This design comes from an exercise in tuning for small area on the open sky130 flow, not from production work.
The RTL was checked by simulation tests, not by an equivalence proof against the original design.
No activity file was given, so power comes from the tool's default toggle rates.

==> run a: inputs <==
==> flow/design.v <==
module vgaSync(clk, rst, hsync, vsync, video_on, pix_adv, line_adv, pixel_x, pixel_y);
input clk, rst;
output hsync, vsync, video_on, pix_adv, line_adv;
output [9:0] pixel_x, pixel_y;
reg [10:0] hc;
reg [9:0] vc;
wire [11:0] hcy;
wire [10:0] hinc;
assign hcy[0] = 1'b1;
wire [10:0] vcy;
wire [9:0] vinc;
genvar i;
generate
	for (i = 0; i < 11; i = i + 1) begin : h_inc
		assign hinc[i] = hc[i] ^ hcy[i];
		assign hcy[i + 1] = hc[i] & hcy[i];
	end
	for (i = 0; i < 10; i = i + 1) begin : v_inc
		assign vinc[i] = vc[i] ^ vcy[i];
		assign vcy[i + 1] = vc[i] & vcy[i];
	end
endgenerate
assign line_adv = hcy[11];
assign vcy[0] = line_adv;
assign pix_adv = hc[0];
wire h_jump = hc[10] & ~hc[9] & hcy[8];
wire v_jump = ~vc[9] & vc[8] & vc[7] & vc[6] & vcy[5];
always @(posedge clk) begin
	if (rst) begin
		hc <= 11'd0;
		vc <= 10'd0;
	end else begin
		hc <= h_jump ? 11'd1728 : hinc;
		vc <= v_jump ? 10'd979 : vinc;
	end
end
assign hsync = (hc >= 11'd1761) && (hc <= 11'd1952);
wire line_start = (hc == 11'd0);
assign vsync = (vc == 10'd1013) || (!line_start && vc == 10'd1012) || (line_start && vc == 10'd1014);
assign video_on = ~(hc[10] & hc[9]) & ~vc[9];
assign pixel_x = hc[10:1];
assign pixel_y = vc;
endmodule
module pixelGeneration(clk, rst, push, pixel_x, pixel_y, pix_adv, line_adv, video_on, rgb);
input clk, rst;
input [2:0] push;
input [9:0] pixel_x, pixel_y;
input pix_adv, line_adv, video_on;
output [2:0] rgb;
reg [9:0] kx;
reg [8:0] ly;
reg dir_x, dir_y;        
reg [4:0] angle;
reg s0;                  
reg [1:0] quadrant;
reg [11:0] acc;
genvar i;
wire refr_tick = (pixel_y == 10'd980) && (pixel_x == 10'd0);
wire at_right  = ~|kx[9:6] & ~(kx[5] & kx[4] & kx[3]);    
wire at_left   = kx[9] & kx[7] & kx[4];                   
wire at_bottom = ~|ly[8:4];                               
wire at_top    = ly[8] & ly[7] & ly[6] & (ly[4] | ly[3]);  
wire mx = refr_tick & push[0] & ~(dir_x & at_left);
wire my = refr_tick & ~push[0] & push[1];
wire [9:0] dkx = {{7{mx & ~dir_x}}, mx & dir_x, mx & ~dir_x, mx};
wire [8:0] dly = {{6{my & dir_y}}, my & ~dir_y, my & dir_y, my};
wire [10:0] kcy;
wire [9:0] ksum;
wire [9:0] lcy;
wire [8:0] lsum;
assign kcy[0] = 1'b0;
assign lcy[0] = 1'b0;
generate
	for (i = 0; i < 10; i = i + 1) begin : k_add
		assign ksum[i] = kx[i] ^ dkx[i] ^ kcy[i];
		assign kcy[i + 1] = (kx[i] & dkx[i]) | (kx[i] & kcy[i]) | (dkx[i] & kcy[i]);
	end
	for (i = 0; i < 9; i = i + 1) begin : l_add
		assign lsum[i] = ly[i] ^ dly[i] ^ lcy[i];
		assign lcy[i + 1] = (ly[i] & dly[i]) | (ly[i] & lcy[i]) | (dly[i] & lcy[i]);
	end
endgenerate
wire ma = refr_tick & push[2];
wire a_end = s0 ? ~|angle : (angle[4] & angle[2] & angle[1] & angle[0]);
wire ma_step = ma & ~a_end;
wire ma_turn = ma & a_end;
wire [4:0] dang = {{4{ma_step & s0}}, ma_step};
wire [5:0] angcy;
wire [4:0] anginc;
assign angcy[0] = 1'b0;
generate
	for (i = 0; i < 5; i = i + 1) begin : a_add
		assign anginc[i] = angle[i] ^ dang[i] ^ angcy[i];
		assign angcy[i + 1] = (angle[i] & dang[i]) | (angle[i] & angcy[i]) | (dang[i] & angcy[i]);
	end
endgenerate
wire q_step = ma_turn & s0;
always @(posedge clk) begin
	if (rst) begin
		kx <= 10'd352;
		ly <= 9'd240;
		dir_x <= 1'b0;
		dir_y <= 1'b0;
		angle <= 5'd0;
		s0 <= 1'b0;
		quadrant <= 2'd0;
	end else begin
		kx <= ksum;
		ly <= lsum;
		dir_x <= at_right | (dir_x & ~at_left);
		dir_y <= ~at_bottom & (at_top | dir_y);
		angle <= anginc;
		s0 <= s0 ^ ma_turn;
		quadrant <= {quadrant[1] ^ (quadrant[0] & q_step), quadrant[0] ^ q_step};
	end
end
wire [9:0] t, s;
wire [10:0] tcy, scy2;
assign tcy[0] = 1'b0;
assign scy2[0] = 1'b0;
wire [9:0] lyx = {1'b0, ly};
generate
	for (i = 0; i < 10; i = i + 1) begin : t_add
		assign t[i] = pixel_x[i] ^ kx[i] ^ tcy[i];
		assign tcy[i + 1] = (pixel_x[i] & kx[i]) | (pixel_x[i] & tcy[i]) | (kx[i] & tcy[i]);
		assign s[i] = pixel_y[i] ^ lyx[i] ^ scy2[i];
		assign scy2[i + 1] = (pixel_y[i] & lyx[i]) | (pixel_y[i] & scy2[i]) | (lyx[i] & scy2[i]);
	end
endgenerate
wire wt = (t[9:6] == 4'd10);
wire ws = (s[9:6] == 4'd7);
wire [4:0] a = t[5] ? t[4:0] : 5'd0 - t[4:0];
wire [4:0] b = s[5] ? s[4:0] : 5'd0 - s[4:0];
wire in_win = wt & ws & (|t[5:0]) & (|s[5:0]);
wire ball_in, border_in;
circleTest circleTest(.a(a), .b(b), .ball_on(ball_in), .border(border_in));
wire ball_on = in_win & ball_in;
wire border = in_win & border_in;
wire [6:0] tan;
tanLut tanLut(.angle(angle), .tan(tan));
wire u_pos = ~(quadrant[0] ^ quadrant[1]);    
wire v_pos = quadrant[1];                     
wire ok_u = u_pos ? t[5] : (~t[5] | ~|t[4:0]);
wire ok_v = v_pos ? s[5] : (~s[5] | ~|s[4:0]);
wire xmode = ~(quadrant[0] ^ s0);             
wire d_pos = xmode ? u_pos : v_pos;
wire d_win = xmode ? wt : ws;
wire d_hi = xmode ? t[5] : s[5];
wire d_en = xmode ? pix_adv : line_adv;
wire d_step = d_win & (~d_pos | d_hi);
wire d_add = d_en & d_step;
wire d_load = d_en & ~d_step;
wire [6:0] dtan = tan & {7{d_add}};
wire [12:0] acy;
wire [11:0] asum;
assign acy[0] = 1'b0;
generate
	for (i = 0; i < 12; i = i + 1) begin : acc_add
		if (i < 7) begin : full
			assign asum[i] = acc[i] ^ dtan[i] ^ acy[i];
			assign acy[i + 1] = (acc[i] & dtan[i]) | (acc[i] & acy[i]) | (dtan[i] & acy[i]);
		end else begin : half
			assign asum[i] = acc[i] ^ acy[i];
			assign acy[i + 1] = acc[i] & acy[i];
		end
	end
endgenerate
wire [11:0] d_hold = d_pos ? 12'd0 : {~tan, 5'b11111};
always @(posedge clk)
	acc <= d_load ? d_hold : asum;
wire [4:0] r = xmode ? b : a;
wire [4:0] rn = r ^ {5{d_pos}};               
wire [5:0] ncy;
wire [4:0] diff;
assign ncy[0] = 1'b1;
generate
	for (i = 0; i < 5; i = i + 1) begin : n_sub
		assign diff[i] = acc[7 + i] ^ rn[i] ^ ncy[i];
		assign ncy[i + 1] = (acc[7 + i] & rn[i]) | (acc[7 + i] & ncy[i]) | (rn[i] & ncy[i]);
	end
endgenerate
wire near = ~|diff[4:1] | (&diff);
wire handle_on = border & ok_u & ok_v & near;
assign rgb = video_on ? (handle_on ? 3'b000 : (ball_on ? 3'b011 : 3'b110)) : 3'b000;
endmodule
module circleTest(a, b, ball_on, border);
input [4:0] a, b;
output ball_on, border;
function [1023:0] disc;
	input integer rr;
	integer i;
	begin
		for (i = 0; i < 1024; i = i + 1)
			disc[i] = ((i / 32) * (i / 32) + (i % 32) * (i % 32)) < rr;
	end
endfunction
localparam [1023:0] BALL = disc(16 * 16);
localparam [1023:0] BORDER = disc(27 * 27);
assign ball_on = BALL[{a, b}];
assign border = BORDER[{a, b}];
endmodule
module tanLut(angle, tan);
input [4:0] angle;
output [6:0] tan;
localparam [223:0] TAN = {
	7'd63,  7'd58,  7'd53,  7'd49,  7'd45,  7'd40,  7'd36,  7'd33,
	7'd100, 7'd100, 7'd97,  7'd90,  7'd84,  7'd78,  7'd73,  7'd67,
	7'd63,  7'd58,  7'd53,  7'd49,  7'd45,  7'd40,  7'd36,  7'd33,
	7'd29,  7'd25,  7'd21,  7'd18,  7'd14,  7'd11,  7'd7,   7'd4};
assign tan = TAN[angle * 7 +: 7];
endmodule
module project_top_milestone_3(clk, rst, push, hsync, vsync, rgb);
input clk, rst;
input [2:0] push;
output hsync, vsync;
output [2:0] rgb;
wire video_on, pix_adv, line_adv;
wire [9:0] pixel_x, pixel_y;
vgaSync vgaSync(.clk(clk), .rst(rst), .hsync(hsync), .vsync(vsync), .video_on(video_on),
                .pix_adv(pix_adv), .line_adv(line_adv), .pixel_x(pixel_x), .pixel_y(pixel_y));
pixelGeneration pixelGeneration(.clk(clk), .rst(rst), .push(push), .pixel_x(pixel_x),
                .pixel_y(pixel_y), .pix_adv(pix_adv), .line_adv(line_adv), .video_on(video_on),
                .rgb(rgb));
endmodule
==> flow/run.sh <==
#!/bin/bash
# synth_recipe.tcl (not shown) runs the flow's synth.tcl, then flattens the netlist and writes it again
# the make line also repeats each setting of config.mk as NAME=value (left out here)
make -C /OpenROAD-flow-scripts/flow DESIGN_CONFIG=/design/flow/config.mk WORK_HOME=/design/flow/orfs CLKGATE_MAP_FILE= SYNTH_SCRIPT=/design/flow/synth_recipe.tcl finish
==> flow/config.mk <==
export PLATFORM = sky130hd
export DESIGN_NAME = project_top_milestone_3
export DESIGN_NICKNAME = project_top_milestone_3
export VERILOG_FILES = /design/flow/design.v
export SDC_FILE = /design/flow/constraint.sdc
export NUM_CORES = 4
export LEC_CHECK = 0
export CAP_MARGIN = 20
export CORE_MARGIN = 2
export CORE_UTILIZATION = 40
export CTS_BUF_LIST = sky130_fd_sc_hd__clkbuf_4 sky130_fd_sc_hd__clkbuf_8
export CTS_CLUSTER_SIZE = 20
export SLEW_MARGIN = 20
==> flow/constraint.sdc <==
create_clock -name core_clock -period 20.0 [get_ports {clk}]
set_input_delay 4.0000 -clock core_clock [delete_from_list [all_inputs] [get_ports {clk}]]
set_output_delay 4.0000 -clock core_clock [all_outputs]
set_load 0.01 [all_outputs]
==> inputs of run b, as changes to run a <==
==> flow/design.v, changed modules only <==
module pixelGeneration(clk, rst, push, pixel_x, pixel_y, pix_adv, line_adv, video_on, rgb);
input clk, rst;
input [2:0] push;
input [9:0] pixel_x, pixel_y;
input pix_adv, line_adv, video_on;
output [2:0] rgb;
reg [9:0] kx;
reg [8:0] ly;
reg dir_x, dir_y;        
reg [4:0] k;
reg [2:0] sq;            
reg [11:0] acc;
genvar i;
wire refr_tick = (pixel_y == 10'd980) && (pixel_x == 10'd0);
wire at_right  = ~|kx[9:6] & ~(kx[5] & kx[4] & kx[3]);    
wire at_left   = kx[9] & kx[7] & kx[4];                   
wire at_bottom = ~|ly[8:4];                               
wire at_top    = ly[8] & ly[7] & ly[6] & (ly[4] | ly[3]);  
wire mx = refr_tick & push[0] & ~(dir_x & at_left);
wire my = refr_tick & ~push[0] & push[1];
wire [9:0] dkx = {{7{mx & ~dir_x}}, mx & dir_x, mx & ~dir_x, mx};
wire [8:0] dly = {{6{my & dir_y}}, my & ~dir_y, my & dir_y, my};
wire [10:0] kcy;
wire [9:0] ksum;
wire [9:0] lcy;
wire [8:0] lsum;
assign kcy[0] = 1'b0;
assign lcy[0] = 1'b0;
generate
	for (i = 0; i < 10; i = i + 1) begin : k_add
		assign ksum[i] = kx[i] ^ dkx[i] ^ kcy[i];
		assign kcy[i + 1] = (kx[i] & dkx[i]) | (kx[i] & kcy[i]) | (dkx[i] & kcy[i]);
	end
	for (i = 0; i < 9; i = i + 1) begin : l_add
		assign lsum[i] = ly[i] ^ dly[i] ^ lcy[i];
		assign lcy[i + 1] = (ly[i] & dly[i]) | (ly[i] & lcy[i]) | (dly[i] & lcy[i]);
	end
endgenerate
wire ma = refr_tick & push[2];
wire k_wrap = k[4] & k[2] & k[1] & k[0];      
wire [5:0] kacy;
wire [4:0] kinc;
assign kacy[0] = ma;
wire [3:0] scy;
wire [2:0] sinc;
assign scy[0] = ma & k_wrap;
generate
	for (i = 0; i < 5; i = i + 1) begin : a_inc
		assign kinc[i] = k[i] ^ kacy[i];
		assign kacy[i + 1] = k[i] & kacy[i];
	end
	for (i = 0; i < 3; i = i + 1) begin : s_inc
		assign sinc[i] = sq[i] ^ scy[i];
		assign scy[i + 1] = sq[i] & scy[i];
	end
endgenerate
always @(posedge clk) begin
	if (rst) begin
		kx <= 10'd352;
		ly <= 9'd240;
		dir_x <= 1'b0;
		dir_y <= 1'b0;
		k <= 5'd0;
		sq <= 3'd0;
	end else begin
		kx <= ksum;
		ly <= lsum;
		dir_x <= at_right | (dir_x & ~at_left);
		dir_y <= ~at_bottom & (at_top | dir_y);
		k <= (ma & k_wrap) ? 5'd0 : kinc;
		sq <= sinc;
	end
end
wire s0 = sq[0];
wire [1:0] quadrant = sq[2:1];
wire [9:0] t, s;
wire [10:0] tcy, scy2;
assign tcy[0] = 1'b0;
assign scy2[0] = 1'b0;
wire [9:0] lyx = {1'b0, ly};
generate
	for (i = 0; i < 10; i = i + 1) begin : t_add
		assign t[i] = pixel_x[i] ^ kx[i] ^ tcy[i];
		assign tcy[i + 1] = (pixel_x[i] & kx[i]) | (pixel_x[i] & tcy[i]) | (kx[i] & tcy[i]);
		assign s[i] = pixel_y[i] ^ lyx[i] ^ scy2[i];
		assign scy2[i + 1] = (pixel_y[i] & lyx[i]) | (pixel_y[i] & scy2[i]) | (lyx[i] & scy2[i]);
	end
endgenerate
wire wt = (t[9:6] == 4'd10);
wire ws = (s[9:6] == 4'd7);
wire [4:0] a = t[5] ? t[4:0] : 5'd0 - t[4:0];
wire [4:0] b = s[5] ? s[4:0] : 5'd0 - s[4:0];
wire in_win = wt & ws & (|t[5:0]) & (|s[5:0]);
wire ball_in, border_in;
circleTest circleTest(.a(a), .b(b), .ball_on(ball_in), .border(border_in));
wire ball_on = in_win & ball_in;
wire border = in_win & border_in;
wire [6:0] tan;
tanLut tanLut(.s0(s0), .k(k), .tan(tan));
wire u_pos = ~(quadrant[0] ^ quadrant[1]);    
wire v_pos = quadrant[1];                     
wire ok_u = u_pos ? t[5] : (~t[5] | ~|t[4:0]);
wire ok_v = v_pos ? s[5] : (~s[5] | ~|s[4:0]);
wire xmode = ~(quadrant[0] ^ s0);             
wire d_pos = xmode ? u_pos : v_pos;
wire d_win = xmode ? wt : ws;
wire d_hi = xmode ? t[5] : s[5];
wire d_en = xmode ? pix_adv : line_adv;
wire d_step = d_win & (~d_pos | d_hi);
wire d_add = d_en & d_step;
wire d_load = d_en & ~d_step;
wire [6:0] dtan = tan & {7{d_add}};
wire [12:0] acy;
wire [11:0] asum;
assign acy[0] = 1'b0;
generate
	for (i = 0; i < 12; i = i + 1) begin : acc_add
		if (i < 7) begin : full
			assign asum[i] = acc[i] ^ dtan[i] ^ acy[i];
			assign acy[i + 1] = (acc[i] & dtan[i]) | (acc[i] & acy[i]) | (dtan[i] & acy[i]);
		end else begin : half
			assign asum[i] = acc[i] ^ acy[i];
			assign acy[i + 1] = acc[i] & acy[i];
		end
	end
endgenerate
wire [11:0] d_hold = d_pos ? 12'd0 : {~tan, 5'b11111};
always @(posedge clk)
	acc <= d_load ? d_hold : asum;
wire [4:0] r = xmode ? b : a;
wire [4:0] rn = r ^ {5{d_pos}};               
wire [5:0] ncy;
wire [4:0] diff;
assign ncy[0] = 1'b1;
generate
	for (i = 0; i < 5; i = i + 1) begin : n_sub
		assign diff[i] = acc[7 + i] ^ rn[i] ^ ncy[i];
		assign ncy[i + 1] = (acc[7 + i] & rn[i]) | (acc[7 + i] & ncy[i]) | (rn[i] & ncy[i]);
	end
endgenerate
wire near = ~|diff[4:1] | (&diff);
wire handle_on = border & ok_u & ok_v & near;
assign rgb = video_on ? (handle_on ? 3'b000 : (ball_on ? 3'b011 : 3'b110)) : 3'b000;
endmodule
module tanLut(s0, k, tan);
input s0;
input [4:0] k;
output [6:0] tan;
function [447:0] table_of;
	input dummy;
	integer j, ang;
	reg [6:0] v;
	begin
		table_of = 448'd0;
		for (j = 0; j < 64; j = j + 1) begin
			ang = (j >= 32) ? 23 - (j % 32) : (j % 32);
			case (ang)
				0: v = 4;   1: v = 7;   2: v = 11;  3: v = 14;  4: v = 18;  5: v = 21;
				6: v = 25;  7: v = 29;  8: v = 33;  9: v = 36;  10: v = 40; 11: v = 45;
				12: v = 49; 13: v = 53; 14: v = 58; 15: v = 63; 16: v = 67; 17: v = 73;
				18: v = 78; 19: v = 84; 20: v = 90; 21: v = 97; default: v = 100;
			endcase
			table_of[j * 7 +: 7] = v;
		end
	end
endfunction
localparam [447:0] TAN = table_of(1'b0);
assign tan = TAN[{s0, k} * 7 +: 7];
endmodule
--- a/flow/config.mk
+++ b/flow/config.mk
@@ -8,6 +8,4 @@
 export CAP_MARGIN = 20
 export CORE_MARGIN = 2
 export CORE_UTILIZATION = 40
-export CTS_BUF_LIST = sky130_fd_sc_hd__clkbuf_4 sky130_fd_sc_hd__clkbuf_8
-export CTS_CLUSTER_SIZE = 20
 export SLEW_MARGIN = 20
==> summary.txt <==
Of run a and run b, run a has the higher count of clock-buffer cells in the layout (gap 1).
Of run b and run a, run a has the higher maximum frequency (gap about 2.2%, measured against run a).
Run a finished clean. Run b went through all stages and came out clean.
Between run b and run a, the lower clock power is in run a (gap 28%, measured against run a).
Of run a and run b, run b has the higher first-iteration DRC count (gap 59%, measured against run b).
Sequential power is about the same in run b and run a.
Register-to-register slack: run b is lower than run a (120 ps).
Sequential cell count is the same in run b and run a.
Against run b, the synthesized cell count of run a is smaller by 10%.
Against run b, the die area of run a is lower by 7.6%.
==> figures <==
Multiplexer share of the synthesized area: run b 0.01988; run a 0.01311
Outcome: run b finished clean; run a finished clean
Routed length per instance: run b 13.98 um; run a 13.48 um
M1 WL: run b 4621 um; run a 4329 um
Sequential power: run b 0.126 mW; run a 0.125 mW
Power attributed to the clock group: run b 0.169 mW; run a 0.132 mW
Drt via density: run b 5.021; run a 5.030
Cell area after technology mapping: run b 4972 sq um; run a 4582 sq um
Worst-Margin Slew: run b 975.7 ps; run a 940.7 ps
Non-clock inverters: run b 56; run a 57
Number of cells on the worst reg-to-reg path: run b 31; run a 32
Leak: run b 2.253 nW; run a 2.135 nW
Metal3 WL: run b 269 um; run a 327 um
Net switching component of the power: run b 0.06535 mW; run a 0.05742 mW
Number of nets in the final layout: run b 650; run a 599
PnR Total Power: run b 0.3069 mW; run a 0.2670 mW
Final routed wirelength across all metal layers: run b 10220 um; run a 8857 um
Min-Delay Path Depth: run b 2; run a 1
Arithmetic-cell share of the synthesized area counting full adders, half adders and majority gates: run b 0.2793; run a 0.3026

re-timing with driven ports:
How much do the figures lean on ideal ports? The routed layouts below were timed once more, with nothing changed but the port constraints.
Step 1 assumes that a clkbuf_16 drives the clock port and a buf_2 every other input.
Step 2 moves the port delays by t, midway between the first and last clock arrival at a register: inputs arrive t later, outputs are due t later. That takes back most of the time a late clock gives input paths.
Slacks: ideal / step 1 / step 2; pairs: ideal / step 1.
| run | t (ns) | setup WS [ns] | worst setup path at the end | latest minus earliest clock arrival (ns) | slew at the worst register clock pin (ns) |
|---|---|---|---|---|---|
| run a | 0.388 | 8.710 / 8.673 / 9.060 | register to output | 0.009 / 0.009 | 0.07 / 0.07 |
| run b | 0.377 | 8.451 / 8.414 / 8.790 | register to output | 0.007 / 0.007 | 0.05 / 0.05 |
After both steps setup and hold are still met in every run listed.
